This design comes from an exercise in tuning for small area and a short achievable clock period on the open sky130 flow, not from production work. In this exercise RTL edits were held to simulation tests only and were not proved equivalent to the original. No driver is modelled on the clock port, so clocking that relies on it looks cheaper here than on a real chip. Power and IR drop assume default switching activity.

==> flow/design.v (outline; a module is shown in full before it is edited, if it fits) <==
// module pe_mac: 1261 lines
module pe_mac #(
  parameter int WA       = 16,
  parameter int WB       = 16,
  parameter int ACCW     = 40,
  parameter int MULT_LAT = 1,
  parameter int ADD_LAT  = 0
) (
  input  logic                    clk,
  input  logic                    rst_n,
  input  logic                    in_valid,
  output logic                    in_ready,
  input  logic signed [WA-1:0]    a_in,
  input  logic signed [WB-1:0]    b_in,
  input  logic signed [ACCW-1:0]  psum_in,
  output logic                    out_valid,
  input  logic                    out_ready,
  output logic signed [WA-1:0]    a_out,
  output logic signed [WB-1:0]    b_out,
  output logic signed [ACCW-1:0]  psum_out
);
  // ...
==> flow/flow/run.sh <==
#!/bin/bash
# Own flow: the standard layout, with the port buffers made of the
# smallest buffer cell (sky130_fd_sc_hd__buf_1) instead of the default.
set -euo pipefail
export BUFFER_PORTS_ARGS="-buffer_cell sky130_fd_sc_hd__buf_1"
bash standard.sh > standard.log 2>&1
==> flow/standard.sh <==
#!/bin/bash
# synth_recipe.tcl (not shown) runs the flow's synth.tcl, then flattens the netlist and writes it again
# the make line also repeats each setting of config.mk as NAME=value (left out here)
make -C /OpenROAD-flow-scripts/flow DESIGN_CONFIG=/design/flow/config.mk WORK_HOME=/design/flow/orfs CLKGATE_MAP_FILE= SYNTH_SCRIPT=/design/flow/synth_recipe.tcl "${@:-finish}"
==> flow/config.mk <==
export PLATFORM = sky130hd
export DESIGN_NAME = pe_mac
export DESIGN_NICKNAME = pe_mac
export VERILOG_FILES = /design/flow/design.v
export SDC_FILE = /design/flow/constraint.sdc
export NUM_CORES = 4
export LEC_CHECK = 0
export ABC_AREA = 1
export CAP_MARGIN = 20
export CORE_MARGIN = 2
export CORE_UTILIZATION = 40
export SETUP_SLACK_MARGIN = 3.0
export SLEW_MARGIN = 20
export TNS_END_PERCENT = 5
==> flow/constraint.sdc <==
create_clock -name core_clock -period 6.0 [get_ports {clk}]
set_input_delay 1.2000 -clock core_clock [delete_from_list [all_inputs] [get_ports {clk}]]
set_output_delay 1.2000 -clock core_clock [all_outputs]
set_load 0.01 [all_outputs]
==> impl_metrics.py, run 1 <==
metrics = {
    "power_and_ir_drop": {
        "p_sw_mw": 2.29,
        "seq_power_share_pct": 29.3,
        "pwr-share-comb_pct": 49.8,
    },
    "detailed_routing": {
        "drtIter0Drc": 781,
        "top_layer": "met4",
        "vias_per_cell": 5.07,
    },
    "setup_path": {
        "worst-setup-path-type": "reg -> reg",
        "r2r_cells": 13,
        "slowest_stage": "fa_1",
        "crit_path_end_kind": "register",
    },
    "place": {
        "place_ws_ns": 1.73,
        "place_area_mm2": 0.0130,
        "gp_congestion": 0.920,
    },
    "clock_network": {
        "htreeDepth": 4,
        "clock_sinks": 178,
        "clock_path_buffers": 2,
        "clk_pin_slew_ns": 0.07,
    },
    "synth": {
        "netlist.top_cell.by_area": "dfxtp_1",
        "netlist_instances": 1448,
        "synth-compound-area-share_pct": 14.5,
        "synth_nets": 1696,
    },
    "finish": {
        "multi_input_area_share_pct": 53.4,
        "multi_input_area_mm2": 0.00784,
        "largest_class": "multi-input gates",
        "final_common_cell": "inv_1",
        "fill_cells": 2885,
    },
    "timing": {
        "relSlewSlack_pct": 33.1,
        "layout_setup_ws_ns": 2.58,
        "timing.fmax_ghz": 0.292,
        "worst_pin_slew_ns": 1.00,
        "rsz0062_at_grt": "yes",
    },
    "grt": {
        "groute.layer.met2.usage_pct": 34.9,
        "grt_max_degree": 55,
        "grt_pass1_vias": 9976,
        "gr-usage-met3_pct": 3.46,
    },
    "outcome": {
        "outcome": "complete, no violations",
    },
}
==> run 2, diff against run 1 <==
--- a/flow/design.v
+++ b/flow/design.v
@@ -595,240 +595,133 @@
   assign pp7_10 = ((bo7 & A[10]) | (bt7 & A[9])) ^ bn7;
   assign pp7_11 = ((bo7 & A[11]) | (bt7 & A[10])) ^ bn7;
   assign pp7_12 = ((bo7 & A[12]) | (bt7 & A[11])) ^ bn7;
   assign pp7_13 = ((bo7 & A[13]) | (bt7 & A[12])) ^ bn7;
   assign pp7_14 = ((bo7 & A[14]) | (bt7 & A[13])) ^ bn7;
   assign pp7_15 = ((bo7 & A[15]) | (bt7 & A[14])) ^ bn7;
   assign pp7_16 = ((bo7 & A[15]) | (bt7 & A[15])) ^ bn7;
   assign ns7 = ~pp7_16;
-  assign hs0 = pp0_10 ^ pp1_8;
-  assign hc0 = pp0_10 & pp1_8;
-  assign hs1 = pp0_11 ^ pp1_9;
-  assign hc1 = pp0_11 & pp1_9;
-  assign fs2 = pp0_12 ^ pp1_10 ^ pp2_8;
-  assign fc2 = (pp0_12 & pp1_10) | (pp0_12 & pp2_8) | (pp1_10 & pp2_8);
-  assign hs3 = pp3_6 ^ pp4_4;
-  assign hc3 = pp3_6 & pp4_4;
-  assign fs4 = pp0_13 ^ pp1_11 ^ pp2_9;
-  assign fc4 = (pp0_13 & pp1_11) | (pp0_13 & pp2_9) | (pp1_11 & pp2_9);
-  assign hs5 = pp3_7 ^ pp4_5;
-  assign hc5 = pp3_7 & pp4_5;
-  assign fs6 = pp0_14 ^ pp1_12 ^ pp2_10;
-  assign fc6 = (pp0_14 & pp1_12) | (pp0_14 & pp2_10) | (pp1_12 & pp2_10);
-  assign fs7 = pp3_8 ^ pp4_6 ^ pp5_4;
-  assign fc7 = (pp3_8 & pp4_6) | (pp3_8 & pp5_4) | (pp4_6 & pp5_4);
-  assign hs8 = pp6_2 ^ pp7_0;
-  assign hc8 = pp6_2 & pp7_0;
-  assign fs9 = pp0_15 ^ pp1_13 ^ pp2_11;
-  assign fc9 = (pp0_15 & pp1_13) | (pp0_15 & pp2_11) | (pp1_13 & pp2_11);
-  assign fs10 = pp3_9 ^ pp4_7 ^ pp5_5;
-  assign fc10 = (pp3_9 & pp4_7) | (pp3_9 & pp5_5) | (pp4_7 & pp5_5);
-  assign hs11 = pp6_3 ^ pp7_1;
-  assign hc11 = pp6_3 & pp7_1;
-  assign fs12 = pp0_16 ^ pp1_14 ^ pp2_12;
-  assign fc12 = (pp0_16 & pp1_14) | (pp0_16 & pp2_12) | (pp1_14 & pp2_12);
-  assign fs13 = pp3_10 ^ pp4_8 ^ pp5_6;
-  assign fc13 = (pp3_10 & pp4_8) | (pp3_10 & pp5_6) | (pp4_8 & pp5_6);
-  assign hs14 = pp6_4 ^ pp7_2;
-  assign hc14 = pp6_4 & pp7_2;
-  assign fs15 = pp0_16 ^ pp1_15 ^ pp2_13;
-  assign fc15 = (pp0_16 & pp1_15) | (pp0_16 & pp2_13) | (pp1_15 & pp2_13);
-  assign fs16 = pp3_11 ^ pp4_9 ^ pp5_7;
-  assign fc16 = (pp3_11 & pp4_9) | (pp3_11 & pp5_7) | (pp4_9 & pp5_7);
-  assign hs17 = pp6_5 ^ pp7_3;
-  assign hc17 = pp6_5 & pp7_3;
-  assign fs18 = ns0 ^ ns1 ^ pp2_14;
-  assign fc18 = (ns0 & ns1) | (ns0 & pp2_14) | (ns1 & pp2_14);
-  assign fs19 = pp3_12 ^ pp4_10 ^ pp5_8;
-  assign fc19 = (pp3_12 & pp4_10) | (pp3_12 & pp5_8) | (pp4_10 & pp5_8);
-  assign hs20 = pp6_6 ^ pp7_4;
-  assign hc20 = pp6_6 & pp7_4;
-  assign fs21 = pp2_15 ^ pp3_13 ^ pp4_11;
-  assign fc21 = (pp2_15 & pp3_13) | (pp2_15 & pp4_11) | (pp3_13 & pp4_11);
-  assign fs22 = pp5_9 ^ pp6_7 ^ pp7_5;
-  assign fc22 = (pp5_9 & pp6_7) | (pp5_9 & pp7_5) | (pp6_7 & pp7_5);
-  assign fs23 = ns2 ^ pp3_14 ^ pp4_12;
-  assign fc23 = (ns2 & pp3_14) | (ns2 & pp4_12) | (pp3_14 & pp4_12);
-  assign hs24 = pp3_15 ^ pp4_13;
-  assign hc24 = pp3_15 & pp4_13;
-  assign hs25 = pp0_6 ^ pp1_4;
-  assign hc25 = pp0_6 & pp1_4;
-  assign hs26 = pp0_7 ^ pp1_5;
-  assign hc26 = pp0_7 & pp1_5;
-  assign fs27 = pp0_8 ^ pp1_6 ^ pp2_4;
-  assign fc27 = (pp0_8 & pp1_6) | (pp0_8 & pp2_4) | (pp1_6 & pp2_4);
-  assign hs28 = pp3_2 ^ pp4_0;
-  assign hc28 = pp3_2 & pp4_0;
-  assign fs29 = pp0_9 ^ pp1_7 ^ pp2_5;
-  assign fc29 = (pp0_9 & pp1_7) | (pp0_9 & pp2_5) | (pp1_7 & pp2_5);
-  assign hs30 = pp3_3 ^ pp4_1;
-  assign hc30 = pp3_3 & pp4_1;
-  assign fs31 = pp2_6 ^ pp3_4 ^ pp4_2;
-  assign fc31 = (pp2_6 & pp3_4) | (pp2_6 & pp4_2) | (pp3_4 & pp4_2);
-  assign fs32 = pp5_0 ^ bn5 ^ hs0;
-  assign fc32 = (pp5_0 & bn5) | (pp5_0 & hs0) | (bn5 & hs0);
-  assign fs33 = pp2_7 ^ pp3_5 ^ pp4_3;
-  assign fc33 = (pp2_7 & pp3_5) | (pp2_7 & pp4_3) | (pp3_5 & pp4_3);
-  assign fs34 = pp5_1 ^ hs1 ^ hc0;
-  assign fc34 = (pp5_1 & hs1) | (pp5_1 & hc0) | (hs1 & hc0);
-  assign fs35 = pp5_2 ^ pp6_0 ^ bn6;
-  assign fc35 = (pp5_2 & pp6_0) | (pp5_2 & bn6) | (pp6_0 & bn6);
-  assign fs36 = fs2 ^ hs3 ^ hc1;
-  assign fc36 = (fs2 & hs3) | (fs2 & hc1) | (hs3 & hc1);
-  assign fs37 = pp5_3 ^ pp6_1 ^ fs4;
-  assign fc37 = (pp5_3 & pp6_1) | (pp5_3 & fs4) | (pp6_1 & fs4);
-  assign fs38 = hs5 ^ fc2 ^ hc3;
-  assign fc38 = (hs5 & fc2) | (hs5 & hc3) | (fc2 & hc3);
-  assign fs39 = bn7 ^ fs6 ^ fs7;
-  assign fc39 = (bn7 & fs6) | (bn7 & fs7) | (fs6 & fs7);
-  assign fs40 = hs8 ^ fc4 ^ hc5;
-  assign fc40 = (hs8 & fc4) | (hs8 & hc5) | (fc4 & hc5);
-  assign fs41 = fs9 ^ fs10 ^ hs11;
-  assign fc41 = (fs9 & fs10) | (fs9 & hs11) | (fs10 & hs11);
-  assign fs42 = fc6 ^ fc7 ^ hc8;
-  assign fc42 = (fc6 & fc7) | (fc6 & hc8) | (fc7 & hc8);
-  assign fs43 = fs12 ^ fs13 ^ hs14;
-  assign fc43 = (fs12 & fs13) | (fs12 & hs14) | (fs13 & hs14);
-  assign fs44 = fc9 ^ fc10 ^ hc11;
-  assign fc44 = (fc9 & fc10) | (fc9 & hc11) | (fc10 & hc11);
-  assign fs45 = fs15 ^ fs16 ^ hs17;
-  assign fc45 = (fs15 & fs16) | (fs15 & hs17) | (fs16 & hs17);
-  assign fs46 = fc12 ^ fc13 ^ hc14;
-  assign fc46 = (fc12 & fc13) | (fc12 & hc14) | (fc13 & hc14);
-  assign fs47 = fs18 ^ fs19 ^ hs20;
-  assign fc47 = (fs18 & fs19) | (fs18 & hs20) | (fs19 & hs20);
-  assign fs48 = fc15 ^ fc16 ^ hc17;
-  assign fc48 = (fc15 & fc16) | (fc15 & hc17) | (fc16 & hc17);
+  pe_ha u_ha0 (.a(pp0_10), .b(pp1_8), .s(hs0), .co(hc0));
+  pe_ha u_ha1 (.a(pp0_11), .b(pp1_9), .s(hs1), .co(hc1));
+  pe_fa u_fa2 (.a(pp0_12), .b(pp1_10), .c(pp2_8), .s(fs2), .co(fc2));
+  pe_ha u_ha3 (.a(pp3_6), .b(pp4_4), .s(hs3), .co(hc3));
+  pe_fa u_fa4 (.a(pp0_13), .b(pp1_11), .c(pp2_9), .s(fs4), .co(fc4));
+  pe_ha u_ha5 (.a(pp3_7), .b(pp4_5), .s(hs5), .co(hc5));
+  pe_fa u_fa6 (.a(pp0_14), .b(pp1_12), .c(pp2_10), .s(fs6), .co(fc6));
+  pe_fa u_fa7 (.a(pp3_8), .b(pp4_6), .c(pp5_4), .s(fs7), .co(fc7));
+  pe_ha u_ha8 (.a(pp6_2), .b(pp7_0), .s(hs8), .co(hc8));
+  pe_fa u_fa9 (.a(pp0_15), .b(pp1_13), .c(pp2_11), .s(fs9), .co(fc9));
+  pe_fa u_fa10 (.a(pp3_9), .b(pp4_7), .c(pp5_5), .s(fs10), .co(fc10));
+  pe_ha u_ha11 (.a(pp6_3), .b(pp7_1), .s(hs11), .co(hc11));
+  pe_fa u_fa12 (.a(pp0_16), .b(pp1_14), .c(pp2_12), .s(fs12), .co(fc12));
+  pe_fa u_fa13 (.a(pp3_10), .b(pp4_8), .c(pp5_6), .s(fs13), .co(fc13));
+  pe_ha u_ha14 (.a(pp6_4), .b(pp7_2), .s(hs14), .co(hc14));
+  pe_fa u_fa15 (.a(pp0_16), .b(pp1_15), .c(pp2_13), .s(fs15), .co(fc15));
+  pe_fa u_fa16 (.a(pp3_11), .b(pp4_9), .c(pp5_7), .s(fs16), .co(fc16));
+  pe_ha u_ha17 (.a(pp6_5), .b(pp7_3), .s(hs17), .co(hc17));
+  pe_fa u_fa18 (.a(ns0), .b(ns1), .c(pp2_14), .s(fs18), .co(fc18));
+  pe_fa u_fa19 (.a(pp3_12), .b(pp4_10), .c(pp5_8), .s(fs19), .co(fc19));
+  pe_ha u_ha20 (.a(pp6_6), .b(pp7_4), .s(hs20), .co(hc20));
+  pe_fa u_fa21 (.a(pp2_15), .b(pp3_13), .c(pp4_11), .s(fs21), .co(fc21));
+  pe_fa u_fa22 (.a(pp5_9), .b(pp6_7), .c(pp7_5), .s(fs22), .co(fc22));
+  pe_fa u_fa23 (.a(ns2), .b(pp3_14), .c(pp4_12), .s(fs23), .co(fc23));
+  pe_ha u_ha24 (.a(pp3_15), .b(pp4_13), .s(hs24), .co(hc24));
+  pe_ha u_ha25 (.a(pp0_6), .b(pp1_4), .s(hs25), .co(hc25));
+  pe_ha u_ha26 (.a(pp0_7), .b(pp1_5), .s(hs26), .co(hc26));
+  pe_fa u_fa27 (.a(pp0_8), .b(pp1_6), .c(pp2_4), .s(fs27), .co(fc27));
+  pe_ha u_ha28 (.a(pp3_2), .b(pp4_0), .s(hs28), .co(hc28));
+  pe_fa u_fa29 (.a(pp0_9), .b(pp1_7), .c(pp2_5), .s(fs29), .co(fc29));
+  pe_ha u_ha30 (.a(pp3_3), .b(pp4_1), .s(hs30), .co(hc30));
+  pe_fa u_fa31 (.a(pp2_6), .b(pp3_4), .c(pp4_2), .s(fs31), .co(fc31));
+  pe_fa u_fa32 (.a(pp5_0), .b(bn5), .c(hs0), .s(fs32), .co(fc32));
+  pe_fa u_fa33 (.a(pp2_7), .b(pp3_5), .c(pp4_3), .s(fs33), .co(fc33));
+  pe_fa u_fa34 (.a(pp5_1), .b(hs1), .c(hc0), .s(fs34), .co(fc34));
+  pe_fa u_fa35 (.a(pp5_2), .b(pp6_0), .c(bn6), .s(fs35), .co(fc35));
+  pe_fa u_fa36 (.a(fs2), .b(hs3), .c(hc1), .s(fs36), .co(fc36));
+  pe_fa u_fa37 (.a(pp5_3), .b(pp6_1), .c(fs4), .s(fs37), .co(fc37));
+  pe_fa u_fa38 (.a(hs5), .b(fc2), .c(hc3), .s(fs38), .co(fc38));
+  pe_fa u_fa39 (.a(bn7), .b(fs6), .c(fs7), .s(fs39), .co(fc39));
+  pe_fa u_fa40 (.a(hs8), .b(fc4), .c(hc5), .s(fs40), .co(fc40));
+  pe_fa u_fa41 (.a(fs9), .b(fs10), .c(hs11), .s(fs41), .co(fc41));
+  pe_fa u_fa42 (.a(fc6), .b(fc7), .c(hc8), .s(fs42), .co(fc42));
+  pe_fa u_fa43 (.a(fs12), .b(fs13), .c(hs14), .s(fs43), .co(fc43));
+  pe_fa u_fa44 (.a(fc9), .b(fc10), .c(hc11), .s(fs44), .co(fc44));
+  pe_fa u_fa45 (.a(fs15), .b(fs16), .c(hs17), .s(fs45), .co(fc45));
+  pe_fa u_fa46 (.a(fc12), .b(fc13), .c(hc14), .s(fs46), .co(fc46));
+  pe_fa u_fa47 (.a(fs18), .b(fs19), .c(hs20), .s(fs47), .co(fc47));
+  pe_fa u_fa48 (.a(fc15), .b(fc16), .c(hc17), .s(fs48), .co(fc48));
   assign fs49 = 1'b1 ^ fs21 ^ fs22;
   assign fc49 = (1'b1 & fs21) | (1'b1 & fs22) | (fs21 & fs22);
-  assign fs50 = fc18 ^ fc19 ^ hc20;
-  assign fc50 = (fc18 & fc19) | (fc18 & hc20) | (fc19 & hc20);
-  assign fs51 = pp5_10 ^ pp6_8 ^ pp7_6;
-  assign fc51 = (pp5_10 & pp6_8) | (pp5_10 & pp7_6) | (pp6_8 & pp7_6);
-  assign fs52 = fs23 ^ fc21 ^ fc22;
-  assign fc52 = (fs23 & fc21) | (fs23 & fc22) | (fc21 & fc22);
-  assign fs53 = pp5_11 ^ pp6_9 ^ pp7_7;
-  assign fc53 = (pp5_11 & pp6_9) | (pp5_11 & pp7_7) | (pp6_9 & pp7_7);
+  pe_fa u_fa50 (.a(fc18), .b(fc19), .c(hc20), .s(fs50), .co(fc50));
+  pe_fa u_fa51 (.a(pp5_10), .b(pp6_8), .c(pp7_6), .s(fs51), .co(fc51));
+  pe_fa u_fa52 (.a(fs23), .b(fc21), .c(fc22), .s(fs52), .co(fc52));
+  pe_fa u_fa53 (.a(pp5_11), .b(pp6_9), .c(pp7_7), .s(fs53), .co(fc53));
   assign fs54 = 1'b1 ^ hs24 ^ fc23;
   assign fc54 = (1'b1 & hs24) | (1'b1 & fc23) | (hs24 & fc23);
-  assign fs55 = ns3 ^ pp4_14 ^ pp5_12;
-  assign fc55 = (ns3 & pp4_14) | (ns3 & pp5_12) | (pp4_14 & pp5_12);
-  assign fs56 = pp6_10 ^ pp7_8 ^ hc24;
-  assign fc56 = (pp6_10 & pp7_8) | (pp6_10 & hc24) | (pp7_8 & hc24);
-  assign fs57 = pp4_15 ^ pp5_13 ^ pp6_11;
-  assign fc57 = (pp4_15 & pp5_13) | (pp4_15 & pp6_11) | (pp5_13 & pp6_11);
+  pe_fa u_fa55 (.a(ns3), .b(pp4_14), .c(pp5_12), .s(fs55), .co(fc55));
+  pe_fa u_fa56 (.a(pp6_10), .b(pp7_8), .c(hc24), .s(fs56), .co(fc56));
+  pe_fa u_fa57 (.a(pp4_15), .b(pp5_13), .c(pp6_11), .s(fs57), .co(fc57));
   assign hs58 = pp7_9 ^ 1'b1;
   assign hc58 = pp7_9 & 1'b1;
-  assign fs59 = ns4 ^ pp5_14 ^ pp6_12;
-  assign fc59 = (ns4 & pp5_14) | (ns4 & pp6_12) | (pp5_14 & pp6_12);
-  assign hs60 = pp5_15 ^ pp6_13;
-  assign hc60 = pp5_15 & pp6_13;
-  assign hs61 = pp0_4 ^ pp1_2;
-  assign hc61 = pp0_4 & pp1_2;
-  assign hs62 = pp0_5 ^ pp1_3;
-  assign hc62 = pp0_5 & pp1_3;
-  assign fs63 = pp2_2 ^ pp3_0 ^ bn3;
-  assign fc63 = (pp2_2 & pp3_0) | (pp2_2 & bn3) | (pp3_0 & bn3);
-  assign fs64 = pp2_3 ^ pp3_1 ^ hs26;
-  assign fc64 = (pp2_3 & pp3_1) | (pp2_3 & hs26) | (pp3_1 & hs26);
-  assign fs65 = bn4 ^ fs27 ^ hs28;
-  assign fc65 = (bn4 & fs27) | (bn4 & hs28) | (fs27 & hs28);
-  assign fs66 = fs29 ^ hs30 ^ fc27;
-  assign fc66 = (fs29 & hs30) | (fs29 & fc27) | (hs30 & fc27);
-  assign fs67 = fs31 ^ fs32 ^ fc29;
-  assign fc67 = (fs31 & fs32) | (fs31 & fc29) | (fs32 & fc29);
-  assign fs68 = fs33 ^ fs34 ^ fc31;
-  assign fc68 = (fs33 & fs34) | (fs33 & fc31) | (fs34 & fc31);
-  assign fs69 = fs35 ^ fs36 ^ fc33;
-  assign fc69 = (fs35 & fs36) | (fs35 & fc33) | (fs36 & fc33);
-  assign fs70 = fs37 ^ fs38 ^ fc35;
-  assign fc70 = (fs37 & fs38) | (fs37 & fc35) | (fs38 & fc35);
-  assign fs71 = fs39 ^ fs40 ^ fc37;
-  assign fc71 = (fs39 & fs40) | (fs39 & fc37) | (fs40 & fc37);
-  assign fs72 = fs41 ^ fs42 ^ fc39;
-  assign fc72 = (fs41 & fs42) | (fs41 & fc39) | (fs42 & fc39);
-  assign fs73 = fs43 ^ fs44 ^ fc41;
-  assign fc73 = (fs43 & fs44) | (fs43 & fc41) | (fs44 & fc41);
-  assign fs74 = fs45 ^ fs46 ^ fc43;
-  assign fc74 = (fs45 & fs46) | (fs45 & fc43) | (fs46 & fc43);
-  assign fs75 = fs47 ^ fs48 ^ fc45;
-  assign fc75 = (fs47 & fs48) | (fs47 & fc45) | (fs48 & fc45);
-  assign fs76 = fs49 ^ fs50 ^ fc47;
-  assign fc76 = (fs49 & fs50) | (fs49 & fc47) | (fs50 & fc47);
-  assign fs77 = fs51 ^ fs52 ^ fc49;
-  assign fc77 = (fs51 & fs52) | (fs51 & fc49) | (fs52 & fc49);
-  assign fs78 = fs53 ^ fs54 ^ fc51;
-  assign fc78 = (fs53 & fs54) | (fs53 & fc51) | (fs54 & fc51);
-  assign fs79 = fs55 ^ fs56 ^ fc53;
-  assign fc79 = (fs55 & fs56) | (fs55 & fc53) | (fs56 & fc53);
-  assign fs80 = fs57 ^ hs58 ^ fc55;
-  assign fc80 = (fs57 & hs58) | (fs57 & fc55) | (hs58 & fc55);
-  assign fs81 = pp7_10 ^ fs59 ^ fc57;
-  assign fc81 = (pp7_10 & fs59) | (pp7_10 & fc57) | (fs59 & fc57);
+  pe_fa u_fa59 (.a(ns4), .b(pp5_14), .c(pp6_12), .s(fs59), .co(fc59));
+  pe_ha u_ha60 (.a(pp5_15), .b(pp6_13), .s(hs60), .co(hc60));
+  pe_ha u_ha61 (.a(pp0_4), .b(pp1_2), .s(hs61), .co(hc61));
+  pe_ha u_ha62 (.a(pp0_5), .b(pp1_3), .s(hs62), .co(hc62));
+  pe_fa u_fa63 (.a(pp2_2), .b(pp3_0), .c(bn3), .s(fs63), .co(fc63));
+  pe_fa u_fa64 (.a(pp2_3), .b(pp3_1), .c(hs26), .s(fs64), .co(fc64));
+  pe_fa u_fa65 (.a(bn4), .b(fs27), .c(hs28), .s(fs65), .co(fc65));
+  pe_fa u_fa66 (.a(fs29), .b(hs30), .c(fc27), .s(fs66), .co(fc66));
+  pe_fa u_fa67 (.a(fs31), .b(fs32), .c(fc29), .s(fs67), .co(fc67));
+  pe_fa u_fa68 (.a(fs33), .b(fs34), .c(fc31), .s(fs68), .co(fc68));
+  pe_fa u_fa69 (.a(fs35), .b(fs36), .c(fc33), .s(fs69), .co(fc69));
+  pe_fa u_fa70 (.a(fs37), .b(fs38), .c(fc35), .s(fs70), .co(fc70));
+  pe_fa u_fa71 (.a(fs39), .b(fs40), .c(fc37), .s(fs71), .co(fc71));
+  pe_fa u_fa72 (.a(fs41), .b(fs42), .c(fc39), .s(fs72), .co(fc72));
+  pe_fa u_fa73 (.a(fs43), .b(fs44), .c(fc41), .s(fs73), .co(fc73));
+  pe_fa u_fa74 (.a(fs45), .b(fs46), .c(fc43), .s(fs74), .co(fc74));
+  pe_fa u_fa75 (.a(fs47), .b(fs48), .c(fc45), .s(fs75), .co(fc75));
+  pe_fa u_fa76 (.a(fs49), .b(fs50), .c(fc47), .s(fs76), .co(fc76));
+  pe_fa u_fa77 (.a(fs51), .b(fs52), .c(fc49), .s(fs77), .co(fc77));
+  pe_fa u_fa78 (.a(fs53), .b(fs54), .c(fc51), .s(fs78), .co(fc78));
+  pe_fa u_fa79 (.a(fs55), .b(fs56), .c(fc53), .s(fs79), .co(fc79));
+  pe_fa u_fa80 (.a(fs57), .b(hs58), .c(fc55), .s(fs80), .co(fc80));
+  pe_fa u_fa81 (.a(pp7_10), .b(fs59), .c(fc57), .s(fs81), .co(fc81));
   assign fs82 = pp7_11 ^ 1'b1 ^ hs60;
   assign fc82 = (pp7_11 & 1'b1) | (pp7_11 & hs60) | (1'b1 & hs60);
-  assign fs83 = ns5 ^ pp6_14 ^ pp7_12;
-  assign fc83 = (ns5 & pp6_14) | (ns5 & pp7_12) | (pp6_14 & pp7_12);
-  assign hs84 = pp6_15 ^ pp7_13;
-  assign hc84 = pp6_15 & pp7_13;
-  assign hs85 = pp0_2 ^ pp1_0;
-  assign hc85 = pp0_2 & pp1_0;
-  assign hs86 = pp0_3 ^ pp1_1;
-  assign hc86 = pp0_3 & pp1_1;
-  assign fs87 = pp2_0 ^ bn2 ^ hs61;
-  assign fc87 = (pp2_0 & bn2) | (pp2_0 & hs61) | (bn2 & hs61);
-  assign fs88 = pp2_1 ^ hs62 ^ hc61;
-  assign fc88 = (pp2_1 & hs62) | (pp2_1 & hc61) | (hs62 & hc61);
-  assign fs89 = hs25 ^ fs63 ^ hc62;
-  assign fc89 = (hs25 & fs63) | (hs25 & hc62) | (fs63 & hc62);
-  assign fs90 = hc25 ^ fs64 ^ fc63;
-  assign fc90 = (hc25 & fs64) | (hc25 & fc63) | (fs64 & fc63);
-  assign fs91 = hc26 ^ fs65 ^ fc64;
-  assign fc91 = (hc26 & fs65) | (hc26 & fc64) | (fs65 & fc64);
-  assign fs92 = hc28 ^ fs66 ^ fc65;
-  assign fc92 = (hc28 & fs66) | (hc28 & fc65) | (fs66 & fc65);
-  assign fs93 = hc30 ^ fs67 ^ fc66;
-  assign fc93 = (hc30 & fs67) | (hc30 & fc66) | (fs67 & fc66);
-  assign fs94 = fc32 ^ fs68 ^ fc67;
-  assign fc94 = (fc32 & fs68) | (fc32 & fc67) | (fs68 & fc67);
-  assign fs95 = fc34 ^ fs69 ^ fc68;
-  assign fc95 = (fc34 & fs69) | (fc34 & fc68) | (fs69 & fc68);
-  assign fs96 = fc36 ^ fs70 ^ fc69;
-  assign fc96 = (fc36 & fs70) | (fc36 & fc69) | (fs70 & fc69);
-  assign fs97 = fc38 ^ fs71 ^ fc70;
-  assign fc97 = (fc38 & fs71) | (fc38 & fc70) | (fs71 & fc70);
-  assign fs98 = fc40 ^ fs72 ^ fc71;
-  assign fc98 = (fc40 & fs72) | (fc40 & fc71) | (fs72 & fc71);
-  assign fs99 = fc42 ^ fs73 ^ fc72;
-  assign fc99 = (fc42 & fs73) | (fc42 & fc72) | (fs73 & fc72);
-  assign fs100 = fc44 ^ fs74 ^ fc73;
-  assign fc100 = (fc44 & fs74) | (fc44 & fc73) | (fs74 & fc73);
-  assign fs101 = fc46 ^ fs75 ^ fc74;
-  assign fc101 = (fc46 & fs75) | (fc46 & fc74) | (fs75 & fc74);
-  assign fs102 = fc48 ^ fs76 ^ fc75;
-  assign fc102 = (fc48 & fs76) | (fc48 & fc75) | (fs76 & fc75);
-  assign fs103 = fc50 ^ fs77 ^ fc76;
-  assign fc103 = (fc50 & fs77) | (fc50 & fc76) | (fs77 & fc76);
-  assign fs104 = fc52 ^ fs78 ^ fc77;
-  assign fc104 = (fc52 & fs78) | (fc52 & fc77) | (fs78 & fc77);
-  assign fs105 = fc54 ^ fs79 ^ fc78;
-  assign fc105 = (fc54 & fs79) | (fc54 & fc78) | (fs79 & fc78);
-  assign fs106 = fc56 ^ fs80 ^ fc79;
-  assign fc106 = (fc56 & fs80) | (fc56 & fc79) | (fs80 & fc79);
-  assign fs107 = hc58 ^ fs81 ^ fc80;
-  assign fc107 = (hc58 & fs81) | (hc58 & fc80) | (fs81 & fc80);
-  assign fs108 = fc59 ^ fs82 ^ fc81;
-  assign fc108 = (fc59 & fs82) | (fc59 & fc81) | (fs82 & fc81);
-  assign fs109 = hc60 ^ fs83 ^ fc82;
-  assign fc109 = (hc60 & fs83) | (hc60 & fc82) | (fs83 & fc82);
+  pe_fa u_fa83 (.a(ns5), .b(pp6_14), .c(pp7_12), .s(fs83), .co(fc83));
+  pe_ha u_ha84 (.a(pp6_15), .b(pp7_13), .s(hs84), .co(hc84));
+  pe_ha u_ha85 (.a(pp0_2), .b(pp1_0), .s(hs85), .co(hc85));
+  pe_ha u_ha86 (.a(pp0_3), .b(pp1_1), .s(hs86), .co(hc86));
+  pe_fa u_fa87 (.a(pp2_0), .b(bn2), .c(hs61), .s(fs87), .co(fc87));
+  pe_fa u_fa88 (.a(pp2_1), .b(hs62), .c(hc61), .s(fs88), .co(fc88));
+  pe_fa u_fa89 (.a(hs25), .b(fs63), .c(hc62), .s(fs89), .co(fc89));
+  pe_fa u_fa90 (.a(hc25), .b(fs64), .c(fc63), .s(fs90), .co(fc90));
+  pe_fa u_fa91 (.a(hc26), .b(fs65), .c(fc64), .s(fs91), .co(fc91));
+  pe_fa u_fa92 (.a(hc28), .b(fs66), .c(fc65), .s(fs92), .co(fc92));
+  pe_fa u_fa93 (.a(hc30), .b(fs67), .c(fc66), .s(fs93), .co(fc93));
+  pe_fa u_fa94 (.a(fc32), .b(fs68), .c(fc67), .s(fs94), .co(fc94));
+  pe_fa u_fa95 (.a(fc34), .b(fs69), .c(fc68), .s(fs95), .co(fc95));
+  pe_fa u_fa96 (.a(fc36), .b(fs70), .c(fc69), .s(fs96), .co(fc96));
+  pe_fa u_fa97 (.a(fc38), .b(fs71), .c(fc70), .s(fs97), .co(fc97));
+  pe_fa u_fa98 (.a(fc40), .b(fs72), .c(fc71), .s(fs98), .co(fc98));
+  pe_fa u_fa99 (.a(fc42), .b(fs73), .c(fc72), .s(fs99), .co(fc99));
+  pe_fa u_fa100 (.a(fc44), .b(fs74), .c(fc73), .s(fs100), .co(fc100));
+  pe_fa u_fa101 (.a(fc46), .b(fs75), .c(fc74), .s(fs101), .co(fc101));
+  pe_fa u_fa102 (.a(fc48), .b(fs76), .c(fc75), .s(fs102), .co(fc102));
+  pe_fa u_fa103 (.a(fc50), .b(fs77), .c(fc76), .s(fs103), .co(fc103));
+  pe_fa u_fa104 (.a(fc52), .b(fs78), .c(fc77), .s(fs104), .co(fc104));
+  pe_fa u_fa105 (.a(fc54), .b(fs79), .c(fc78), .s(fs105), .co(fc105));
+  pe_fa u_fa106 (.a(fc56), .b(fs80), .c(fc79), .s(fs106), .co(fc106));
+  pe_fa u_fa107 (.a(hc58), .b(fs81), .c(fc80), .s(fs107), .co(fc107));
+  pe_fa u_fa108 (.a(fc59), .b(fs82), .c(fc81), .s(fs108), .co(fc108));
+  pe_fa u_fa109 (.a(hc60), .b(fs83), .c(fc82), .s(fs109), .co(fc109));
   assign fs110 = 1'b1 ^ hs84 ^ fc83;
   assign fc110 = (1'b1 & hs84) | (1'b1 & fc83) | (hs84 & fc83);
-  assign fs111 = ns6 ^ pp7_14 ^ hc84;
-  assign fc111 = (ns6 & pp7_14) | (ns6 & hc84) | (pp7_14 & hc84);
+  pe_fa u_fa111 (.a(ns6), .b(pp7_14), .c(hc84), .s(fs111), .co(fc111));
   assign hs112 = pp7_15 ^ 1'b1;
   assign hc112 = pp7_15 & 1'b1;
   logic [31:0] ms_d, mc_d, Ms, Mc;
   assign ms_d[0] = pp0_0;
   assign ms_d[1] = pp0_1;
   assign ms_d[2] = bn1;
   assign ms_d[3] = hs86;
   assign ms_d[4] = fs87;
@@ -1254,8 +1147,16 @@
     if (!rst_n) V <= '0;
     else        V <= {V[2:0], acc};
   end
   assign a_out     = A;
   assign b_out     = B;
   assign psum_out  = S;
   assign out_valid = V[3];
 endmodule
+module pe_fa (input logic a, input logic b, input logic c, output logic s, output logic co);
+  assign s  = a ^ b ^ c;
+  assign co = (a & b) | (a & c) | (b & c);
+endmodule
+module pe_ha (input logic a, input logic b, output logic s, output logic co);
+  assign s  = a ^ b;
+  assign co = a & b;
+endmodule
==> flow/flow/run.sh (replaced) <==
#!/bin/bash
# Own flow: the standard layout (standard.sh, unchanged synthesis) with
#  - the port buffers made of the smallest buffer cell (buf_1), and
#  - useful skew for the internal M registers (flow/skew.tcl, run as the
#    PRE_CTS_TCL hook: it wraps clock_tree_synthesis and delays the clock of
#    Ms/Mc, which have no path from an input or to an output).
set -euo pipefail
here=$(pwd)
export BUFFER_PORTS_ARGS="-buffer_cell sky130_fd_sc_hd__buf_1"
export PRE_CTS_TCL="$here/flow/skew.tcl"

export SKEW_CELLS="clkbuf_2 clkbuf_2 clkbuf_4"
bash standard.sh > standard.log 2>&1
==> flow/flow/skew.tcl (new file) <==
# Useful skew for the register-to-register paths A,B -> M -> S: the clock of
# the M registers (Ms, Mc), whose D and Q pins connect only to other
# registers through logic, is delayed by a chain of clock buffers after CTS,
# so the multiply stage borrows time from the accumulate stage.
rename clock_tree_synthesis my_cts_orig
proc clock_tree_synthesis {args} {
  my_cts_orig {*}$args
  # buffer cells of the delay chain, from the tree's leaf net to the registers
  set cells [expr {[info exists ::env(SKEW_CELLS)] ? $::env(SKEW_CELLS) : "clkbuf_2 clkbuf_4"}]
  set groups [dict create]
  foreach inst [get_cells -quiet {Ms[* Mc[*}] {
    set pin [get_pins -of_objects $inst -filter "name==CLK"]
    set net [get_nets -of_objects $pin]
    dict lappend groups [get_full_name $net] [list $pin [sta::sta_to_db_inst $inst]]
  }
  set block [ord::get_db_block]
  set k 0
  dict for {netname items} $groups {
    set xs 0; set ys 0; set pins {}
    foreach it $items {
      lappend pins [lindex $it 0]
      set bb [[lindex $it 1] getBBox]
      set xs [expr {$xs + (([$bb xMin] + [$bb xMax]) / 2)}]; set ys [expr {$ys + (([$bb yMin] + [$bb yMax]) / 2)}]
    }
    set n [llength $pins]
    set dbu [$block getDbUnitsPerMicron]
    set loc [list [expr {$xs / $n / double($dbu)}] [expr {$ys / $n / double($dbu)}]]
    set cur $netname
    # a stronger last buffer for a large group keeps the clock pin slew low
    set big [expr {[info exists ::env(SKEW_BIG)] ? $::env(SKEW_BIG) : 6}]
    set chain $cells
    if {$n > $big} { set chain [lreplace $chain end end clkbuf_8] }
    set s 0
    foreach cell $chain {
      insert_buffer -buffer_cell sky130_fd_sc_hd__$cell -net $cur -load_pins $pins -location $loc \
        -buffer_name skewbuf_${k}_$s -net_name skewnet_${k}_$s
      incr s
      set cur [get_full_name [get_nets -of_objects [lindex $pins 0]]]
    }
    puts "skew: $n M register clock pins of $netname behind $chain"
    incr k
  }
}
--- a/flow/config.mk
+++ b/flow/config.mk
@@ -6,9 +6,10 @@
 export NUM_CORES = 4
 export LEC_CHECK = 0
 export ABC_AREA = 1
 export CAP_MARGIN = 20
 export CORE_MARGIN = 2
 export CORE_UTILIZATION = 40
 export SETUP_SLACK_MARGIN = 3.0
 export SLEW_MARGIN = 20
-export TNS_END_PERCENT = 5
+export SYNTH_HIERARCHICAL = 1
+export SYNTH_MINIMUM_KEEP_SIZE = 0
==> run 2 against run 1 <==
Against the previous run: die area fell by 1.2%; critical endpoint is now Ms[16]$_DFF_P_; sequential share of layout area rose by 0.14 points; setup slack improved by 0.46 ns; still clean; wire length fell by 5.1%; area after synthesis fell by 1.2%.
==> impl_metrics.py, run 2 <==
metrics = {
    "die": {
        "die_h_um": 178,
        "core_region_area_mm2": 0.0297,
        "die_x_um": 178,
        "rows": 63,
        "ios": 150,
        "dieArea_mm2": 0.0316,
        "initial_core_util_pct": 40.6,
    },
    "timing": {
        "setup-tns-final_ns": 0,
        "worst_pin_slew_ns": 0.657,
        "fin_crit_ns": 2.97,
        "hold_viol": 0,
        "fin_skew_ns": 0.351,
        "period_share_pct": 49.4,
        "rsz0062_at_grt": "yes",
        "timing.fmax_ghz": 0.337,
        "report.final.slew_viol_count": 0,
        "holdWs_ns": 0.193,
        "setup_viol": 0,
        "relSlewSlack_pct": 56.2,
    },
    "synth": {
        "synth_edf_count": 0,
        "synth_common_cells": "dfxtp_1 (178), nor2_1 (162), nand2_1 (135)",
        "netlist.area_leader.share_pct": 29.5,
        "yosysSeqAreaShare_pct": 29.5,
        "synth.cell_area_mm2": 0.0121,
        "synth_area_leaders": "dfxtp_1 (30%), fa_1 (20%), xor2_1 (8.5%)",
        "synth.most_common_cell": "dfxtp_1",
        "netlist_instances": 1365,
        "ys_warn_count": 7,
        "netlist.top_cell.by_area": "dfxtp_1",
        "synth_seq_cells": 178,
        "synth_nets": 1620,
        "syn_avg_cell_area_um2": 8.85,
        "synthFlopType": "dfxtp_1",
        "postSynth.asyncResetShare_pct": 0,
        "synth_cell_types": 40,
    },
    "detailed_routing": {
        "drt_pre_antenna_iters": 7,
        "vias": 10007,
        "vias_per_cell": 5.09,
        "wl_per_cell_um": 16.5,
        "ant_nets": 0,
        "drtIter0Drc": 639,
        "drcViolationCount": 0,
        "wl_um": 32500,
    },
    "power_and_ir_drop": {
        "internal-power_mw": 3.45,
        "switching_share_pct": 41.2,
        "ir_drop_mv": 0.193,
        "p_leak_nw": 6.78,
        "p_per_area_mw_per_mm2": 401,
        "p_sw_mw": 2.42,
        "clockPowerShare_pct": 24.6,
        "pwr-share-comb_pct": 48.0,
        "seq_power_share_pct": 27.4,
    },
    "grt": {
        "grt_pass1_wl_um": 50500,
        "grt_pass1_vias": 9664,
        "grt_max_degree": 71,
        "antenna_found_initial": 0,
        "grt_overflow": 0,
        "grt_usage_pct": 20.6,
    },
    "setup_path": {
        "crit_path_max_fanout": 11,
        "worstPathArrival_ns": 3.61,
        "required_ns": 6.64,
        "critPathMostFrequentCell": "fa_1",
        "slowest_stage": "fa_1",
        "startpoint_type": "register",
        "crit_path_end_kind": "register",
        "cp_cell_sequence": "nand2_1 > nand2_2 > o21ai_4 > o22ai_1 > xor2_1 > fa_1 > fa_1 > fa_1 > fa_1",
        "cp.buffers_inverters": 0,
        "startpoint": "B[1]$_SDFFE_PN0P_",
        "rr_startpoint": "B[1]$_SDFFE_PN0P_",
        "worst-setup-path-type": "reg -> reg",
        "crit_family": "adder cells",
        "max_stage_delay_ns": 0.58,
    },
    "finish": {
        "insertedDiodeCount": 0,
        "nets": 1818,
        "drive_gt1_share_pct": 17.6,
        "mostFrequentLayoutCells": "dfxtp_1 (161), nor2_1 (155), buf_1 (148), fa_1 (120), nand2_1 (119)",
        "fin_area_mm2": 0.0146,
        "final_common_cell": "dfxtp_1",
        "syn2layout_area_growth_pct": 21.3,
        "largestRegisters": "P x40, S x40, Ms x31",
        "utilization_pct": 49.3,
    },
    "clock_network": {
        "clk_pin_slew_ns": 0.07,
        "ctsHoldBuffers": 0,
        "cts_buffers": 17,
        "clock_latency_ns": 0.77,
        "cts_tree": "done",
        "clock_sinks": 178,
    },
    "place": {
        "gp_congestion": 0.849,
        "place_area_mm2": 0.0129,
        "hpwl_um": 22300,
        "port_buffers": 149,
    },
    "outcome": {
        "outcome": "complete, no violations",
    },
    "min_path": {
        "hp-class": "reg -> reg",
        "hold_start": "A[0]$_SDFFE_PN0P_",
    },
    "job": {
        "maxCapViolCount": 0,
    },
}
## run 2: worst paths after layout
path,slack [ns],end,cells past startpoint
min reg2reg,0.19,Ms[0]$_DFF_P_,2
max,3.03,Ms[16]$_DFF_P_,9
max reg2reg,3.03,Ms[16]$_DFF_P_,9
min,0.19,Ms[0]$_DFF_P_,2
## run 2: worst register-to-register path, delay by kind of cell, from the launching register on
kind	cells	cell delay [ns]
compound gates	2	0.27
xor+xnor	1	0.23
simple gates	2	0.29
fa+ha+maj	4	1.97
flops	1	0.42
## run 2: area by class of cell, without the clock buffers
| cell class | instances | area [um2] |
|---|---|---|
| clock inverter | 13 | 150 |
| fill | 2839 | 15100 |
| inverter | 126 | 522 |
| multi-input combinational | 974 | 7930 |
| sequential | 178 | 3610 |
| tap | 390 | 488 |
| timing repair buffer | 226 | 1260 |
| timing repair inverter | 4 | 22.5 |
## run 2: modules after synthesis, one instance, submodules excluded
module	flip-flops and latches	area [um2]	cells
pe_fa	0	20.0	1
pe_mac	178	10100	1258
pe_ha	0	12.5	1
## run 2: stage by stage
stage	setup slack, ns	total power, mW	std cells
5_1_grt	2.96	6.42	1966
6_report	3.03	5.88	1966
3_5_place_dp	1.88	4.28	1821
2_1_floorplan	2.87	3.68	1365
3_3_place_gp	1.96	4.21	1821
4_1_cts	3.00	5.81	1930
## run 2: repair_timing
action                     4_1_cts  5_1_grt
resized for setup               28       27
setup buffers                   39       33
pin swaps                        9       10
gates cloned                     2        2
setup endpoints to repair       33       22
## run 2: kinds of logic after synthesis
group                    count (synthesis)  share of synthesized area, %
adder cells (fa/ha/maj)                179                          26.1
XOR/XNOR                               122                          8.85
AO/OA/AOI/OAI                          317                          15.1
AND/OR/NAND/NOR                        356                          12.7
flip-flops                             178                          29.5
buffers and inverters                  213                          7.74
## run 2: routing by layer
| layer | global-route usage [%] | vias to the layer above | routed length, um |
|---|---|---|---|
| li1 | - | 4854 | - |
| met3 | 4.13 | 30 | 2030 |
| met5 | 0 | - | 0 |
| met4 | 7.17 | 0 | 523 |
| met2 | 32.4 | 317 | 14900 |
| met1 | 28.3 | 4806 | 15000 |
## run 2: power groups by stage
stage / Combinational (mW) / Sequential [mW] / Clock (mW)
3_5_place_dp: 2.62 / 1.66 / 0
6_report: 2.82 / 1.61 / 1.44
2_1_floorplan: 2.04 / 1.64 / 0
5_1_grt: 3.23 / 1.64 / 1.55
4_1_cts: 2.71 / 1.62 / 1.48
3_3_place_gp: 2.55 / 1.66 / 0
==> run 3, diff against run 2 <==
--- a/flow/flow/run.sh
+++ b/flow/flow/run.sh
@@ -10,4 +10,4 @@
 export PRE_CTS_TCL="$here/flow/skew.tcl"
 
-export SKEW_CELLS="clkbuf_2 clkbuf_2 clkbuf_4"
+export SKEW_CELLS="clkbuf_2 clkbuf_2 clkbuf_2 clkbuf_4"
 bash standard.sh > standard.log 2>&1
==> run 3 against run 2 <==
Against the previous run: synthesized cell count unchanged; maximum frequency up 0.96%; critical endpoint is now Ms[13]$_DFF_P_; total power up 1.9%; sequential power about the same; setup slack better by 0.028 ns; wire length down 0.58%; cell count down 0.51%; register-to-register slack better by 0.03 ns; global-route usage down 0.15 points.
==> impl_metrics.py, run 3 <==
metrics = {
    "job": {
        "maxCapViolCount": 0,
    },
    "place": {
        "hpwl_um": 22300,
        "port_buffers": 149,
        "place_area_mm2": 0.0129,
        "dp_cells": 1821,
        "gp_congestion": 0.849,
    },
    "setup_path": {
        "worstPathArrival_ns": 3.71,
        "startpoint": "A[10]$_SDFFE_PN0P_",
        "startpoint_type": "register",
        "crit_path_max_fanout": 16,
        "rr_endpoint": "Ms[13]$_DFF_P_",
        "cp_cell_sequence": "inv_1 > o22ai_1 > xor2_1 > fa_1 > fa_1 > fa_1 > fa_2",
        "cp-endpoint": "Ms[13]$_DFF_P_",
        "worst-setup-path-type": "reg -> reg",
        "max_stage_delay_ns": 0.54,
        "rr_startpoint": "A[10]$_SDFFE_PN0P_",
        "r2r_setup_slack_ns": 3.06,
        "worst-path-stages": 7,
        "r2r_cells": 7,
        "crit_family": "adder cells",
        "crit_path_end_kind": "register",
        "slowest_stage": "fa_1",
        "critPathMostFrequentCell": "fa_1",
        "required_ns": 6.78,
        "cp.buffers_inverters": 1,
    },
    "synth": {
        "synthFlopType": "dfxtp_1",
        "synth_area_leaders": "dfxtp_1 (30%), fa_1 (20%), xor2_1 (8.5%)",
        "synth_common_cells": "dfxtp_1 (178), nor2_1 (162), nand2_1 (135)",
        "synth.most_common_cell": "dfxtp_1",
        "synth.cell_area_mm2": 0.0121,
        "syn_avg_cell_area_um2": 8.85,
        "yosysSeqAreaShare_pct": 29.5,
        "netlist.top_cell.by_area": "dfxtp_1",
        "netlist.area_leader.share_pct": 29.5,
        "ys_warn_count": 7,
        "synth_cell_types": 40,
        "netlist_instances": 1365,
        "synth_edf_count": 0,
        "synth_seq_cells": 178,
        "postSynth.asyncResetShare_pct": 0,
        "synth_nets": 1620,
    },
    "grt": {
        "grt_pass1_wl_um": 50300,
        "grt_max_degree": 71,
        "grt_overflow": 0,
        "grt_usage_pct": 20.5,
        "antenna_found_initial": 0,
        "grt_pass1_vias": 9708,
    },
    "clock_network": {
        "cts_tree": "done",
        "cts_buffers": 17,
        "clock_latency_ns": 0.86,
        "clk_pin_slew_ns": 0.07,
        "clock_sinks": 178,
        "ctsHoldBuffers": 0,
    },
    "power_and_ir_drop": {
        "p_leak_nw": 6.75,
        "p_per_area_mw_per_mm2": 414,
        "ir_drop_mv": 0.200,
        "power_mw": 5.99,
    },
    "detailed_routing": {
        "ant_nets": 0,
        "wl_um": 32300,
        "drcViolationCount": 0,
        "vias_per_cell": 5.10,
        "vias": 9985,
        "drtIter0Drc": 608,
        "wl_per_cell_um": 16.5,
        "drt_pre_antenna_iters": 5,
    },
    "min_path": {
        "holdPathStages": 2,
        "hp-class": "reg -> reg",
    },
    "finish": {
        "nets": 1808,
        "utilization_pct": 48.7,
        "fin_area_mm2": 0.0145,
        "fin_cells": 1956,
        "insertedDiodeCount": 0,
        "syn2layout_area_growth_pct": 19.9,
        "mostFrequentLayoutCells": "dfxtp_1 (161), nor2_1 (155), buf_1 (148), nand2_1 (121), fa_1 (119)",
        "drive_gt1_share_pct": 16.6,
        "final_common_cell": "dfxtp_1",
        "largestRegisters": "P x40, S x40, Ms x31",
    },
    "die": {
        "die_x_um": 178,
        "dieArea_mm2": 0.0316,
        "rows": 63,
        "ios": 150,
        "initial_core_util_pct": 40.6,
        "die_h_um": 178,
        "core_region_area_mm2": 0.0297,
    },
    "timing": {
        "relSlewSlack_pct": 56.0,
        "setup_viol": 0,
        "rsz0062_at_grt": "no",
        "period_share_pct": 49.0,
        "hold_viol": 0,
        "report.final.slew_viol_count": 0,
        "setup-tns-final_ns": 0,
        "fin_skew_ns": 0.434,
        "worst_pin_slew_ns": 0.660,
        "fin_crit_ns": 2.94,
        "timing.fmax_ghz": 0.340,
    },
    "outcome": {
        "outcome": "complete, no violations",
    },
}
## run 3: layout make-up, without the clock buffers
| type | count | area (um2) |
|---|---|---|
| fill | 2860 | 15200 |
| multi-input combinational | 974 | 7910 |
| sequential | 178 | 3610 |
| timing repair buffer | 206 | 1080 |
| inverter | 126 | 503 |
| tap | 390 | 488 |
| clock inverter | 13 | 150 |
| timing repair inverter | 2 | 10.0 |
## run 3: kinds of logic (layout without fill, tap and decap cells)
family	Yosys count	count (layout)	synth area share [%]
simple gates	356	356	12.7
compound gates	317	317	15.1
buf+inv	213	414	7.74
fa+ha+maj	179	179	26.1
flops	178	178	29.5
xor+xnor	122	122	8.85
## run 3: metal layers
layer / GRT usage (%) / routed length, um
met1: 28.4 / 14900
met2: 32.3 / 14900
met3: 3.79 / 1980
met4: 6.56 / 406
met5: 0 / 0
## run 3: Yosys stat by module, one instance, submodules excluded
module | times used | flops+latches
pe_fa | 87 | 0
pe_ha | 20 | 0
pe_mac | 1 | 178
## run 3: worst min-delay path by stage
| stage | start | end | slack [ns] |
|---|---|---|---|
| 2_1_floorplan | B[1]$_SDFFE_PN0P_ | Mc[0]$_DFF_P_ | 0.35 |
| 3_3_place_gp | V[2]$_SDFF_PN0_ | V[3]$_SDFF_PN0_ | 0.39 |
| 3_5_place_dp | V[1]$_SDFF_PN0_ | V[2]$_SDFF_PN0_ | 0.40 |
| 4_1_cts | B[1]$_SDFFE_PN0P_ | Mc[0]$_DFF_P_ | 0.04 |
| 5_1_grt | A[0]$_SDFFE_PN0P_ | Ms[0]$_DFF_P_ | 0.1 |
| 6_report | A[0]$_SDFFE_PN0P_ | Ms[0]$_DFF_P_ | 0.10 |
## run 3: what timing repair did
action,CTS,global route
resized for setup,24,24
pin swaps,8,12
hold endpoints to repair,0,0
setup buffers,26,26
endpoints found under the setup margin,33,22
gates cloned,2,0
## run 3: worst min-delay path: stages, from the launching register on
cell and delay [ns]:
dfxtp_1 0.33, nand2_1 0.07, xor2_1 0.07
## run 3: per-stage QoR
step	setup slack, ns	hold slack, ns
after floorplan	2.87	0.352
final	3.06	0.102
after global placement	1.96	0.393
after CTS	3.03	0.0407
after detailed placement	1.88	0.397
after global routing	2.98	0.0990
## run 3: where the power goes
group	internal, mW	switching, mW
Clock	0.901	0.617
Combinational	1.15	1.70
Sequential	1.47	0.147
==> run 4, diff against run 3 <==
--- a/flow/config.mk
+++ b/flow/config.mk
@@ -10,5 +10,5 @@
 export CORE_MARGIN = 2
 export CORE_UTILIZATION = 40
-export SETUP_SLACK_MARGIN = 3.0
+export SETUP_SLACK_MARGIN = 3.3
 export SLEW_MARGIN = 20
 export SYNTH_HIERARCHICAL = 1
==> run 4 against run 3 <==
Against the previous run: cell area increased by 14%; core utilization increased by 7.0 points; synthesized cell count unchanged; critical path type unchanged; critical path depth grew 2; clock power barely moved; global-route usage grew 1.4 points; via count grew 7.4%; sequential share of layout area down 2.9 points; area after synthesis did not move; total power increased by 16%; still clean on timing, DRC and antenna; clock skew grew 0.013 ns.
==> impl_metrics.py, run 4 <==
metrics = {
    "job": {
        "maxCapViolCount": 0,
    },
    "power_and_ir_drop": {
        "p_sw_mw": 2.94,
        "switching_share_pct": 42.4,
        "pwr-share-comb_pct": 55.0,
        "p_leak_nw": 7.40,
        "clockPowerShare_pct": 21.9,
        "power_mw": 6.94,
        "ir_drop_mv": 0.270,
        "seq_power_share_pct": 23.1,
        "p_per_area_mw_per_mm2": 419,
        "internal-power_mw": 4.00,
    },
    "clock_network": {
        "ctsHoldBuffers": 0,
        "clock_sinks": 178,
        "clock_latency_ns": 0.86,
        "cts_buffers": 17,
        "clk_pin_slew_ns": 0.08,
        "cts_tree": "done",
    },
    "timing": {
        "hold_viol": 0,
        "fin_crit_ns": 2.91,
        "relSlewSlack_pct": 50.9,
        "worst_pin_slew_ns": 0.736,
        "setup_viol": 0,
        "report.final.slew_viol_count": 0,
        "holdWs_ns": 0.100,
        "setup-tns-final_ns": 0,
        "period_share_pct": 48.6,
        "rsz0062_at_grt": "yes",
        "fin_skew_ns": 0.447,
        "timing.fmax_ghz": 0.343,
    },
    "setup_path": {
        "rr_endpoint": "Ms[16]$_DFF_P_",
        "startpoint_type": "register",
        "cp-endpoint": "Ms[16]$_DFF_P_",
        "crit_path_end_kind": "register",
        "crit_path_max_fanout": 6,
        "r2r_setup_slack_ns": 3.09,
        "startpoint": "B[3]$_SDFFE_PN0P_",
        "rr_startpoint": "B[3]$_SDFFE_PN0P_",
        "worst-setup-path-type": "reg -> reg",
        "required_ns": 6.71,
        "worstPathArrival_ns": 3.63,
        "r2r_cells": 9,
    },
    "grt": {
        "antenna_found_initial": 0,
        "grt_pass1_vias": 10394,
        "grt_max_degree": 78,
        "grt_pass1_wl_um": 53900,
        "grt_usage_pct": 21.9,
        "grt_overflow": 0,
    },
    "min_path": {
        "hp-class": "reg -> reg",
        "holdPathStages": 2,
    },
    "die": {
        "dieArea_mm2": 0.0316,
        "ios": 150,
        "die_x_um": 178,
        "rows": 63,
        "core_region_area_mm2": 0.0297,
        "initial_core_util_pct": 40.6,
        "die_h_um": 178,
    },
    "place": {
        "dp_cells": 1822,
        "gp_congestion": 0.892,
        "place_area_mm2": 0.0129,
        "port_buffers": 149,
        "hpwl_um": 22200,
    },
    "synth": {
        "synthFlopType": "dfxtp_1",
        "yosysSeqAreaShare_pct": 29.5,
        "synth.cell_area_mm2": 0.0121,
        "synth_area_leaders": "dfxtp_1 (30%), fa_1 (20%), xor2_1 (8.5%)",
        "synth_common_cells": "dfxtp_1 (178), nor2_1 (162), nand2_1 (135)",
        "synth_seq_cells": 178,
        "netlist.top_cell.by_area": "dfxtp_1",
        "postSynth.asyncResetShare_pct": 0,
        "synth_edf_count": 0,
        "syn_avg_cell_area_um2": 8.85,
        "netlist.area_leader.share_pct": 29.5,
        "synth_cell_types": 40,
        "ys_warn_count": 7,
        "synth.most_common_cell": "dfxtp_1",
        "synth_nets": 1620,
        "netlist_instances": 1365,
    },
    "finish": {
        "drive_gt1_share_pct": 33.3,
        "nets": 1905,
        "largestRegisters": "P x40, S x40, Ms x31",
        "fin_area_mm2": 0.0166,
        "multi_input_area_mm2": 0.00898,
        "mostFrequentLayoutCells": "dfxtp_1 (146), buf_1 (146), nor2_1 (145), buf_4 (109), xor2_1 (103)",
        "syn2layout_area_growth_pct": 37.2,
        "fin_cells": 2053,
        "insertedDiodeCount": 0,
        "regArea_mm2": 0.00365,
        "fill_cells": 2587,
    },
    "detailed_routing": {
        "drt_pre_antenna_iters": 7,
        "vias": 10721,
        "vias_per_cell": 5.22,
        "wl_per_cell_um": 17.7,
        "wl_um": 36400,
        "drcViolationCount": 0,
        "ant_nets": 0,
        "drtIter0Drc": 788,
    },
    "outcome": {
        "outcome": "complete, no violations",
    },
}
run 4: cell counts after synthesis:
No cell type changed its count.
run 4: timing repair:
| item | 4_1_cts | 5_1_grt |
|---|---|---|
| gates resized for setup | 113 | 206 |
| gates cloned | 5 | 2 |
| buffers inserted | 90 | 54 |
| setup endpoints to repair | 78 | 70 |
| pin swaps | 51 | 103 |
run 4: how the worst min path moves through the flow:
stage | startpoint | end | slack (ns)
after floorplan | B[1]$_SDFFE_PN0P_ | Mc[0]$_DFF_P_ | 0.36
after global placement | V[2]$_SDFF_PN0_ | V[3]$_SDFF_PN0_ | 0.39
after detailed placement | V[0]$_SDFF_PN0_ | V[1]$_SDFF_PN0_ | 0.40
after CTS | A[0]$_SDFFE_PN0P_ | Ms[0]$_DFF_P_ | 0.09
after global routing | A[0]$_SDFFE_PN0P_ | Ms[0]$_DFF_P_ | 0.11
final | A[0]$_SDFFE_PN0P_ | Ms[0]$_DFF_P_ | 0.10
run 4: cell type report, without the clock buffers:
cell class / count / area share [%]
multi-input combinational: 975 / 54.2
inverter: 126 / 3.32
timing repair buffer: 299 / 12.0
tap: 390 / 2.95
sequential: 178 / 22.0
timing repair inverter: 5 / 0.196
clock inverter: 14 / 0.786
run 4: kinds of logic (layout without fill, tap and decap cells):
logic type                 after synthesis  in the layout  synth area share [%]
AOI/OAI and AO/OA                      317            317                  15.1
xor gates and xnor gates               122            122                  8.85
adders and majority gates              179            179                  26.1
buffers and inverters                  213            510                  7.74
DFF                                    178            178                  29.5
and+or+nand+nor                        356            357                  12.7
run 4: power groups by stage:
| stage | clock network, mW | logic, mW | registers (mW) |
|---|---|---|---|
| after floorplan | 0 | 2.04 | 1.64 |
| after global placement | 0 | 2.56 | 1.66 |
| after detailed placement | 0 | 2.61 | 1.66 |
| after CTS | 1.55 | 2.97 | 1.61 |
| after global routing | 1.62 | 4.22 | 1.64 |
| final | 1.52 | 3.81 | 1.61 |
run 4: per-stage QoR:
step | setup WS [ns] | utilization (%)
2_1_floorplan | 2.87 | -
3_3_place_gp | 1.98 | 43.5
3_5_place_dp | 1.94 | 43.5
4_1_cts | 3.18 | 50.7
5_1_grt | 3.05 | 55.7
6_report | 3.09 | 55.7
run 4: routing by layer:
metal,vias to the layer above,part of all wire (%),global-route usage [%]
met1,5114,43,30.0
met2,479,47,34.7
met4,0,3.4,8.06
li1,5036,-,-
met5,-,0,0
met3,92,7.0,3.62
run 4: modules after synthesis (local to each module, per instance):
module  flip-flops and latches  cells
pe_mac                     178   1258
pe_fa                        0      1
pe_ha                        0      1
run 4: worst max-delay path: stages, from the launching register on:
cell	delay, ns
dfxtp_4	0.43
inv_6	0.05
o21ai_4	0.24
buf_4	0.18
o22ai_2	0.08
xor2_2	0.26
fa_1	0.50
fa_2	0.59
fa_1	0.42
fa_1	0.43

re-timing with driven ports:
The flow's constraints put no driver on any port. The routed layouts listed below were extracted and timed again, unchanged, in two steps.
Step 1 sets driving cells, clkbuf_16 on the clock port and buf_2 on the other inputs (assumed; they add their load-dependent delay and slew).
Step 2, shift: input delay + t, output delay - t, t = (earliest + latest rising clock arrival at the registers) / 2. This alone moves slack from input paths to output paths.
Slacks: no drivers / after step 1 / after step 2; pairs: no drivers / after step 1.
run	shift t [ns]	slack for setup (ns)	latest minus earliest clock arrival (ns)	worst data-port slew with drivers (ns)
run 1	0.497	2.579 / 2.579 / 2.579	0.014 / 0.014	0.05
run 2	0.648	3.035 / 3.035 / 2.718	0.352 / 0.352	0.05
run 3	0.686	3.063 / 3.063 / 2.685	0.441 / 0.441	0.05
run 4	0.696	3.086 / 3.086 / 2.674	0.457 / 0.457	0.04
Clock arrivals are far apart in run 2, run 3 and run 4, so t is only a midpoint there and step 2 fits no single register. The setup slack of run 4, which loses most, moves by 0.000 ns with the drivers and by -0.412 ns with both steps.
